This design comes from an exercise in tuning for small area, a short achievable clock period and few clock cycles on the open sky130 flow, not from production work. At most, simulation tests tie the RTL to the original design; equivalence was not proved.

==> inputs of run C <==
## produto_escalar
module produto_escalar (
    input  logic         clk_i,
    input  logic         rst_i,
    input  logic         iniciar,
    input  logic [31:0]  a0, a1, a2, a3, a4, a5, a6, a7,
    input  logic [31:0]  b0, b1, b2, b3, b4, b5, b6, b7,
    output logic [63:0]  resultado,
    output logic         concluido
);
  logic        iniciar_prev;
  logic [9:1]  fase;           
  logic [31:0] a_r;
  logic [15:0] one_r, dif_r, neg_r;
  logic [63:0] prod0, prod1, prod2;
  wire ocupado = |fase;
  wire inicio  = iniciar & ~iniciar_prev & ~ocupado;
  always_ff @(posedge clk_i) begin
    if (rst_i) begin
      iniciar_prev <= 1'b0;
      fase         <= 9'd0;
      concluido    <= 1'b0;
    end else begin
      iniciar_prev <= iniciar;
      fase         <= {fase[8:1], inicio};
      if (inicio)       concluido <= 1'b0;
      else if (fase[9]) concluido <= 1'b1;
    end
  end
  wire [31:0] a_sel = ({32{inicio}}   & a0) | ({32{fase[1]}} & a1) |
                      ({32{fase[2]}} & a2) | ({32{fase[3]}} & a3) |
                      ({32{fase[4]}} & a4) | ({32{fase[5]}} & a5) |
                      ({32{fase[6]}} & a6) | ({32{fase[7]}} & a7);
  wire [31:0] b_sel = ({32{~ocupado}} & b0) | ({32{fase[1]}} & b1) |
                      ({32{fase[2]}} & b2) | ({32{fase[3]}} & b3) |
                      ({32{fase[4]}} & b4) | ({32{fase[5]}} & b5) |
  ...
Settings: LEC_CHECK=0, CAP_MARGIN=20, CORE_MARGIN=2, CORE_UTILIZATION=40, SLEW_MARGIN=20, SYNTH_HIERARCHICAL=1, SYNTH_MINIMUM_KEEP_SIZE=0, BUFFER_PORTS_ARGS=-buffer_cell sky130_fd_sc_hd__buf_1; clock period 11.5 ns.
standard.sh (not shown) runs the stock make flow with config.mk's settings and CLKGATE_MAP_FILE= SYNTH_SCRIPT=/design/flow/synth_recipe.tcl, a recipe that flattens the netlist after the stock synthesis.
==> flow/flow/run.sh <==
#!/bin/bash
set -e
echo 'export BUFFER_PORTS_ARGS = -buffer_cell sky130_fd_sc_hd__buf_1' >> config.mk
bash standard.sh SETUP_SLACK_MARGIN=7.8 finish > standard.log 2>&1
==> inputs of run R, as changes to run C <==
--- a/flow/design.v
+++ b/flow/design.v
@@ -12,10 +12,11 @@
   logic [31:0] a_r;
   logic [15:0] one_r, dif_r, neg_r;
   logic [63:0] prod0, prod1, prod2;
   wire ocupado = |fase;
   wire inicio  = iniciar & ~iniciar_prev & ~ocupado;
+  wire en      = inicio | (|fase[7:1]);
   always_ff @(posedge clk_i) begin
     if (rst_i) begin
       iniciar_prev <= 1'b0;
       fase         <= 9'd0;
       concluido    <= 1'b0;
@@ -24,67 +25,67 @@
       fase         <= {fase[8:1], inicio};
       if (inicio)       concluido <= 1'b0;
       else if (fase[9]) concluido <= 1'b1;
     end
   end
-  wire [31:0] a_sel = ({32{inicio}}   & a0) | ({32{fase[1]}} & a1) |
+  wire [31:0] a_sel = ({32{~ocupado}} & a0) | ({32{fase[1]}} & a1) |
                       ({32{fase[2]}} & a2) | ({32{fase[3]}} & a3) |
                       ({32{fase[4]}} & a4) | ({32{fase[5]}} & a5) |
                       ({32{fase[6]}} & a6) | ({32{fase[7]}} & a7);
   wire [31:0] b_sel = ({32{~ocupado}} & b0) | ({32{fase[1]}} & b1) |
                       ({32{fase[2]}} & b2) | ({32{fase[3]}} & b3) |
                       ({32{fase[4]}} & b4) | ({32{fase[5]}} & b5) |
                       ({32{fase[6]}} & b6) | ({32{fase[7]}} & b7);
   wire [15:0] one_d, dif_d, neg_d;
-  assign one_d[0] = b_sel[0] ^ 1'b0;
-  assign dif_d[0] = b_sel[1] ^ b_sel[0];
-  assign neg_d[0] = b_sel[1];
-  assign one_d[1] = b_sel[2] ^ b_sel[1];
-  assign dif_d[1] = b_sel[3] ^ b_sel[2];
-  assign neg_d[1] = b_sel[3];
-  assign one_d[2] = b_sel[4] ^ b_sel[3];
-  assign dif_d[2] = b_sel[5] ^ b_sel[4];
-  assign neg_d[2] = b_sel[5];
-  assign one_d[3] = b_sel[6] ^ b_sel[5];
-  assign dif_d[3] = b_sel[7] ^ b_sel[6];
-  assign neg_d[3] = b_sel[7];
-  assign one_d[4] = b_sel[8] ^ b_sel[7];
-  assign dif_d[4] = b_sel[9] ^ b_sel[8];
-  assign neg_d[4] = b_sel[9];
-  assign one_d[5] = b_sel[10] ^ b_sel[9];
-  assign dif_d[5] = b_sel[11] ^ b_sel[10];
-  assign neg_d[5] = b_sel[11];
-  assign one_d[6] = b_sel[12] ^ b_sel[11];
-  assign dif_d[6] = b_sel[13] ^ b_sel[12];
-  assign neg_d[6] = b_sel[13];
-  assign one_d[7] = b_sel[14] ^ b_sel[13];
-  assign dif_d[7] = b_sel[15] ^ b_sel[14];
-  assign neg_d[7] = b_sel[15];
-  assign one_d[8] = b_sel[16] ^ b_sel[15];
-  assign dif_d[8] = b_sel[17] ^ b_sel[16];
-  assign neg_d[8] = b_sel[17];
-  assign one_d[9] = b_sel[18] ^ b_sel[17];
-  assign dif_d[9] = b_sel[19] ^ b_sel[18];
-  assign neg_d[9] = b_sel[19];
-  assign one_d[10] = b_sel[20] ^ b_sel[19];
-  assign dif_d[10] = b_sel[21] ^ b_sel[20];
-  assign neg_d[10] = b_sel[21];
-  assign one_d[11] = b_sel[22] ^ b_sel[21];
-  assign dif_d[11] = b_sel[23] ^ b_sel[22];
-  assign neg_d[11] = b_sel[23];
-  assign one_d[12] = b_sel[24] ^ b_sel[23];
-  assign dif_d[12] = b_sel[25] ^ b_sel[24];
-  assign neg_d[12] = b_sel[25];
-  assign one_d[13] = b_sel[26] ^ b_sel[25];
-  assign dif_d[13] = b_sel[27] ^ b_sel[26];
-  assign neg_d[13] = b_sel[27];
-  assign one_d[14] = b_sel[28] ^ b_sel[27];
-  assign dif_d[14] = b_sel[29] ^ b_sel[28];
-  assign neg_d[14] = b_sel[29];
-  assign one_d[15] = b_sel[30] ^ b_sel[29];
-  assign dif_d[15] = b_sel[31] ^ b_sel[30];
-  assign neg_d[15] = b_sel[31];
+  assign one_d[0] = en & (b_sel[0] ^ 1'b0);
+  assign dif_d[0] = en & (b_sel[1] ^ b_sel[0]);
+  assign neg_d[0] = en & b_sel[1];
+  assign one_d[1] = en & (b_sel[2] ^ b_sel[1]);
+  assign dif_d[1] = en & (b_sel[3] ^ b_sel[2]);
+  assign neg_d[1] = en & b_sel[3];
+  assign one_d[2] = en & (b_sel[4] ^ b_sel[3]);
+  assign dif_d[2] = en & (b_sel[5] ^ b_sel[4]);
+  assign neg_d[2] = en & b_sel[5];
+  assign one_d[3] = en & (b_sel[6] ^ b_sel[5]);
+  assign dif_d[3] = en & (b_sel[7] ^ b_sel[6]);
+  assign neg_d[3] = en & b_sel[7];
+  assign one_d[4] = en & (b_sel[8] ^ b_sel[7]);
+  assign dif_d[4] = en & (b_sel[9] ^ b_sel[8]);
+  assign neg_d[4] = en & b_sel[9];
+  assign one_d[5] = en & (b_sel[10] ^ b_sel[9]);
+  assign dif_d[5] = en & (b_sel[11] ^ b_sel[10]);
+  assign neg_d[5] = en & b_sel[11];
+  assign one_d[6] = en & (b_sel[12] ^ b_sel[11]);
+  assign dif_d[6] = en & (b_sel[13] ^ b_sel[12]);
+  assign neg_d[6] = en & b_sel[13];
+  assign one_d[7] = en & (b_sel[14] ^ b_sel[13]);
+  assign dif_d[7] = en & (b_sel[15] ^ b_sel[14]);
+  assign neg_d[7] = en & b_sel[15];
+  assign one_d[8] = en & (b_sel[16] ^ b_sel[15]);
+  assign dif_d[8] = en & (b_sel[17] ^ b_sel[16]);
+  assign neg_d[8] = en & b_sel[17];
+  assign one_d[9] = en & (b_sel[18] ^ b_sel[17]);
+  assign dif_d[9] = en & (b_sel[19] ^ b_sel[18]);
+  assign neg_d[9] = en & b_sel[19];
+  assign one_d[10] = en & (b_sel[20] ^ b_sel[19]);
+  assign dif_d[10] = en & (b_sel[21] ^ b_sel[20]);
+  assign neg_d[10] = en & b_sel[21];
+  assign one_d[11] = en & (b_sel[22] ^ b_sel[21]);
+  assign dif_d[11] = en & (b_sel[23] ^ b_sel[22]);
+  assign neg_d[11] = en & b_sel[23];
+  assign one_d[12] = en & (b_sel[24] ^ b_sel[23]);
+  assign dif_d[12] = en & (b_sel[25] ^ b_sel[24]);
+  assign neg_d[12] = en & b_sel[25];
+  assign one_d[13] = en & (b_sel[26] ^ b_sel[25]);
+  assign dif_d[13] = en & (b_sel[27] ^ b_sel[26]);
+  assign neg_d[13] = en & b_sel[27];
+  assign one_d[14] = en & (b_sel[28] ^ b_sel[27]);
+  assign dif_d[14] = en & (b_sel[29] ^ b_sel[28]);
+  assign neg_d[14] = en & b_sel[29];
+  assign one_d[15] = en & (b_sel[30] ^ b_sel[29]);
+  assign dif_d[15] = en & (b_sel[31] ^ b_sel[30]);
+  assign neg_d[15] = en & b_sel[31];
   always_ff @(posedge clk_i) begin
     a_r   <= a_sel;
     one_r <= one_d;
     dif_r <= dif_d;
     neg_r <= neg_d;
==> flow/flow/run.sh (replaced) <==
#!/bin/bash
set -e
echo 'export BUFFER_PORTS_ARGS = -buffer_cell sky130_fd_sc_hd__buf_1' >> config.mk
bash standard.sh SETUP_SLACK_MARGIN=7.5 finish > standard.log 2>&1
==> inputs of run Y, as changes to run C <==
--- a/flow/design.v
+++ b/flow/design.v
@@ -12,10 +12,11 @@
   logic [31:0] a_r;
   logic [15:0] one_r, dif_r, neg_r;
   logic [63:0] prod0, prod1, prod2;
   wire ocupado = |fase;
   wire inicio  = iniciar & ~iniciar_prev & ~ocupado;
+  wire en      = inicio | (|fase[7:1]);
   always_ff @(posedge clk_i) begin
     if (rst_i) begin
       iniciar_prev <= 1'b0;
       fase         <= 9'd0;
       concluido    <= 1'b0;
@@ -24,67 +25,67 @@
       fase         <= {fase[8:1], inicio};
       if (inicio)       concluido <= 1'b0;
       else if (fase[9]) concluido <= 1'b1;
     end
   end
-  wire [31:0] a_sel = ({32{inicio}}   & a0) | ({32{fase[1]}} & a1) |
+  wire [31:0] a_sel = ({32{~ocupado}} & a0) | ({32{fase[1]}} & a1) |
                       ({32{fase[2]}} & a2) | ({32{fase[3]}} & a3) |
                       ({32{fase[4]}} & a4) | ({32{fase[5]}} & a5) |
                       ({32{fase[6]}} & a6) | ({32{fase[7]}} & a7);
   wire [31:0] b_sel = ({32{~ocupado}} & b0) | ({32{fase[1]}} & b1) |
                       ({32{fase[2]}} & b2) | ({32{fase[3]}} & b3) |
                       ({32{fase[4]}} & b4) | ({32{fase[5]}} & b5) |
                       ({32{fase[6]}} & b6) | ({32{fase[7]}} & b7);
   wire [15:0] one_d, dif_d, neg_d;
-  assign one_d[0] = b_sel[0] ^ 1'b0;
-  assign dif_d[0] = b_sel[1] ^ b_sel[0];
-  assign neg_d[0] = b_sel[1];
-  assign one_d[1] = b_sel[2] ^ b_sel[1];
-  assign dif_d[1] = b_sel[3] ^ b_sel[2];
-  assign neg_d[1] = b_sel[3];
-  assign one_d[2] = b_sel[4] ^ b_sel[3];
-  assign dif_d[2] = b_sel[5] ^ b_sel[4];
-  assign neg_d[2] = b_sel[5];
-  assign one_d[3] = b_sel[6] ^ b_sel[5];
-  assign dif_d[3] = b_sel[7] ^ b_sel[6];
-  assign neg_d[3] = b_sel[7];
-  assign one_d[4] = b_sel[8] ^ b_sel[7];
-  assign dif_d[4] = b_sel[9] ^ b_sel[8];
-  assign neg_d[4] = b_sel[9];
-  assign one_d[5] = b_sel[10] ^ b_sel[9];
-  assign dif_d[5] = b_sel[11] ^ b_sel[10];
-  assign neg_d[5] = b_sel[11];
-  assign one_d[6] = b_sel[12] ^ b_sel[11];
-  assign dif_d[6] = b_sel[13] ^ b_sel[12];
-  assign neg_d[6] = b_sel[13];
-  assign one_d[7] = b_sel[14] ^ b_sel[13];
-  assign dif_d[7] = b_sel[15] ^ b_sel[14];
-  assign neg_d[7] = b_sel[15];
-  assign one_d[8] = b_sel[16] ^ b_sel[15];
-  assign dif_d[8] = b_sel[17] ^ b_sel[16];
-  assign neg_d[8] = b_sel[17];
-  assign one_d[9] = b_sel[18] ^ b_sel[17];
-  assign dif_d[9] = b_sel[19] ^ b_sel[18];
-  assign neg_d[9] = b_sel[19];
-  assign one_d[10] = b_sel[20] ^ b_sel[19];
-  assign dif_d[10] = b_sel[21] ^ b_sel[20];
-  assign neg_d[10] = b_sel[21];
-  assign one_d[11] = b_sel[22] ^ b_sel[21];
-  assign dif_d[11] = b_sel[23] ^ b_sel[22];
-  assign neg_d[11] = b_sel[23];
-  assign one_d[12] = b_sel[24] ^ b_sel[23];
-  assign dif_d[12] = b_sel[25] ^ b_sel[24];
-  assign neg_d[12] = b_sel[25];
-  assign one_d[13] = b_sel[26] ^ b_sel[25];
-  assign dif_d[13] = b_sel[27] ^ b_sel[26];
-  assign neg_d[13] = b_sel[27];
-  assign one_d[14] = b_sel[28] ^ b_sel[27];
-  assign dif_d[14] = b_sel[29] ^ b_sel[28];
-  assign neg_d[14] = b_sel[29];
-  assign one_d[15] = b_sel[30] ^ b_sel[29];
-  assign dif_d[15] = b_sel[31] ^ b_sel[30];
-  assign neg_d[15] = b_sel[31];
+  assign one_d[0] = en & (b_sel[0] ^ 1'b0);
+  assign dif_d[0] = en & (b_sel[1] ^ b_sel[0]);
+  assign neg_d[0] = en & b_sel[1];
+  assign one_d[1] = en & (b_sel[2] ^ b_sel[1]);
+  assign dif_d[1] = en & (b_sel[3] ^ b_sel[2]);
+  assign neg_d[1] = en & b_sel[3];
+  assign one_d[2] = en & (b_sel[4] ^ b_sel[3]);
+  assign dif_d[2] = en & (b_sel[5] ^ b_sel[4]);
+  assign neg_d[2] = en & b_sel[5];
+  assign one_d[3] = en & (b_sel[6] ^ b_sel[5]);
+  assign dif_d[3] = en & (b_sel[7] ^ b_sel[6]);
+  assign neg_d[3] = en & b_sel[7];
+  assign one_d[4] = en & (b_sel[8] ^ b_sel[7]);
+  assign dif_d[4] = en & (b_sel[9] ^ b_sel[8]);
+  assign neg_d[4] = en & b_sel[9];
+  assign one_d[5] = en & (b_sel[10] ^ b_sel[9]);
+  assign dif_d[5] = en & (b_sel[11] ^ b_sel[10]);
+  assign neg_d[5] = en & b_sel[11];
+  assign one_d[6] = en & (b_sel[12] ^ b_sel[11]);
+  assign dif_d[6] = en & (b_sel[13] ^ b_sel[12]);
+  assign neg_d[6] = en & b_sel[13];
+  assign one_d[7] = en & (b_sel[14] ^ b_sel[13]);
+  assign dif_d[7] = en & (b_sel[15] ^ b_sel[14]);
+  assign neg_d[7] = en & b_sel[15];
+  assign one_d[8] = en & (b_sel[16] ^ b_sel[15]);
+  assign dif_d[8] = en & (b_sel[17] ^ b_sel[16]);
+  assign neg_d[8] = en & b_sel[17];
+  assign one_d[9] = en & (b_sel[18] ^ b_sel[17]);
+  assign dif_d[9] = en & (b_sel[19] ^ b_sel[18]);
+  assign neg_d[9] = en & b_sel[19];
+  assign one_d[10] = en & (b_sel[20] ^ b_sel[19]);
+  assign dif_d[10] = en & (b_sel[21] ^ b_sel[20]);
+  assign neg_d[10] = en & b_sel[21];
+  assign one_d[11] = en & (b_sel[22] ^ b_sel[21]);
+  assign dif_d[11] = en & (b_sel[23] ^ b_sel[22]);
+  assign neg_d[11] = en & b_sel[23];
+  assign one_d[12] = en & (b_sel[24] ^ b_sel[23]);
+  assign dif_d[12] = en & (b_sel[25] ^ b_sel[24]);
+  assign neg_d[12] = en & b_sel[25];
+  assign one_d[13] = en & (b_sel[26] ^ b_sel[25]);
+  assign dif_d[13] = en & (b_sel[27] ^ b_sel[26]);
+  assign neg_d[13] = en & b_sel[27];
+  assign one_d[14] = en & (b_sel[28] ^ b_sel[27]);
+  assign dif_d[14] = en & (b_sel[29] ^ b_sel[28]);
+  assign neg_d[14] = en & b_sel[29];
+  assign one_d[15] = en & (b_sel[30] ^ b_sel[29]);
+  assign dif_d[15] = en & (b_sel[31] ^ b_sel[30]);
+  assign neg_d[15] = en & b_sel[31];
   always_ff @(posedge clk_i) begin
     a_r   <= a_sel;
     one_r <= one_d;
     dif_r <= dif_d;
     neg_r <= neg_d;
==> flow/flow/run.sh (replaced) <==
#!/bin/bash
set -e
echo 'export BUFFER_PORTS_ARGS = -buffer_cell sky130_fd_sc_hd__buf_1' >> config.mk
bash standard.sh SETUP_SLACK_MARGIN=8.1 finish > standard.log 2>&1
==> inputs of run X, as changes to run C <==
==> flow/flow/run.sh (replaced) <==
#!/bin/bash
set -e
echo 'export BUFFER_PORTS_ARGS = -buffer_cell sky130_fd_sc_hd__buf_1' >> config.mk
bash standard.sh SETUP_SLACK_MARGIN=7.5 finish > standard.log 2>&1
==> results.cfg <==
[finish]
num-multi-input-gates = 3604
nNetsFinal = 6112

[outcome]
status = finished clean

[grt]
antenna_found_initial = 34
use_met1 = 0.4567
grtUsageMet3 = 0.1901

[sta]
skew_ns = 0.04176
tightestPinTransition_ns = 0.9335
period_needed_ns = 3.765

[floorplanning]
std_cell_rows = 111

[drt]
met3WireLength_mm = 28.08

[critical_path]
cp_num_cells = 16
-- figures above: run Y

==> results.cfg <==
[finish]
clock_buffers = 58
num-multi-input-gates = 3415
nNetsFinal = 5627

[critical_path]
crit_buf_inv = 1
cp_num_cells = 9
cp-endpoint = prod2[39]$_DFF_P_

[cts]
cts_hold_buf = 0
clock-sinks = 336

[sta]
skew_ns = 0.04090
tightestPinTransition_ns = 1.163
period_needed_ns = 3.918

[outcome]
status = finished clean

[grt]
antenna_found_initial = 41
use_met1 = 0.4568
use_met2 = 0.5607

[floorplanning]
die_w_um = 305.0

[logic_synthesis]
synthArstFlopShare = 0
yosys.area.top_type = fa_1

[drt]
met3WireLength_mm = 20.49
-- figures above: run X

==> results.cfg <==
[logic_synthesis]
yosysWarnings = 7

[finish]
nNetsFinal = 5821
num-multi-input-gates = 3604

[floorplanning]
core-area_um2 = 91660

[grt]
antenna_found_initial = 51
use_met1 = 0.4478

[sta]
skew_ns = 0.04757
tightestPinTransition_ns = 1.173

[outcome]
status = finished clean

[drt]
met3WireLength_mm = 25.53
-- figures above: run R

==> results.cfg <==
[finish]
nNetsFinal = 5684
num-multi-input-gates = 3415

[critical_path]
regToRegEndpoint = prod2[39]$_DFF_P_
reg2reg_setup_slack_ns = 7.75
arrival_ns = 4.26

[cts]
cts_tree = built

[floorplanning]
std_cell_rows = 110

[grt]
use_met1 = 0.4533
grtUsageMet3 = 0.1305
antenna_found_initial = 33

[sta]
skew_ns = 0.03935
tightestPinTransition_ns = 1.153

[drt]
met3WireLength_mm = 23.53

[outcome]
status = finished clean
-- figures above: run C

Testbench counts of run C, summed over its fixed seeds: cycles 26,400.
Testbench counts of run X, summed over its fixed seeds: cycles 26,400.
Function not checked in run R and run Y: the RTL went through the layout flow alone.

-- re-timing with driven ports --
In the flow no input, the clock included, has a driving cell. The finished layouts below were timed again as built, in two steps. Step 1: set_driving_cell puts a clkbuf_16 on clk_i and a buf_2 on each other input, an assumption about the parent block. Step 2, shift: input delay + t, output delay - t, t = (earliest + latest rising clock arrival at the registers) / 2. This alone moves slack from input paths to output paths. a / b / c = ideal ports / drivers / drivers and shift; a / b = the first two.
| run | t, ns | slack for setup (ns) | worst hold slack (ns) | worst setup path after step 2 | worst slew at a driven data input, ns |
|---|---|---|---|---|---|
| run C | 0.678 | 7.749 / 7.749 / 7.229 | 0.444 / 0.444 / 0.444 | input to register | 0.37 |
| run R | 0.666 | 7.433 / 7.482 / 6.816 | 0.452 / 0.452 / 0.452 | input to register | 0.30 |
| run Y | 0.659 | 7.735 / 7.735 / 7.460 | 0.441 / 0.441 / 0.441 | input to register | 0.38 |
| run X | 0.684 | 7.582 / 7.582 / 6.970 | 0.440 / 0.440 / 0.440 | input to register | 0.27 |
After both steps setup and hold are still met in every run listed. For run R, which loses most, drivers alone change the setup slack by +0.049 ns; drivers and shift together by -0.617 ns.
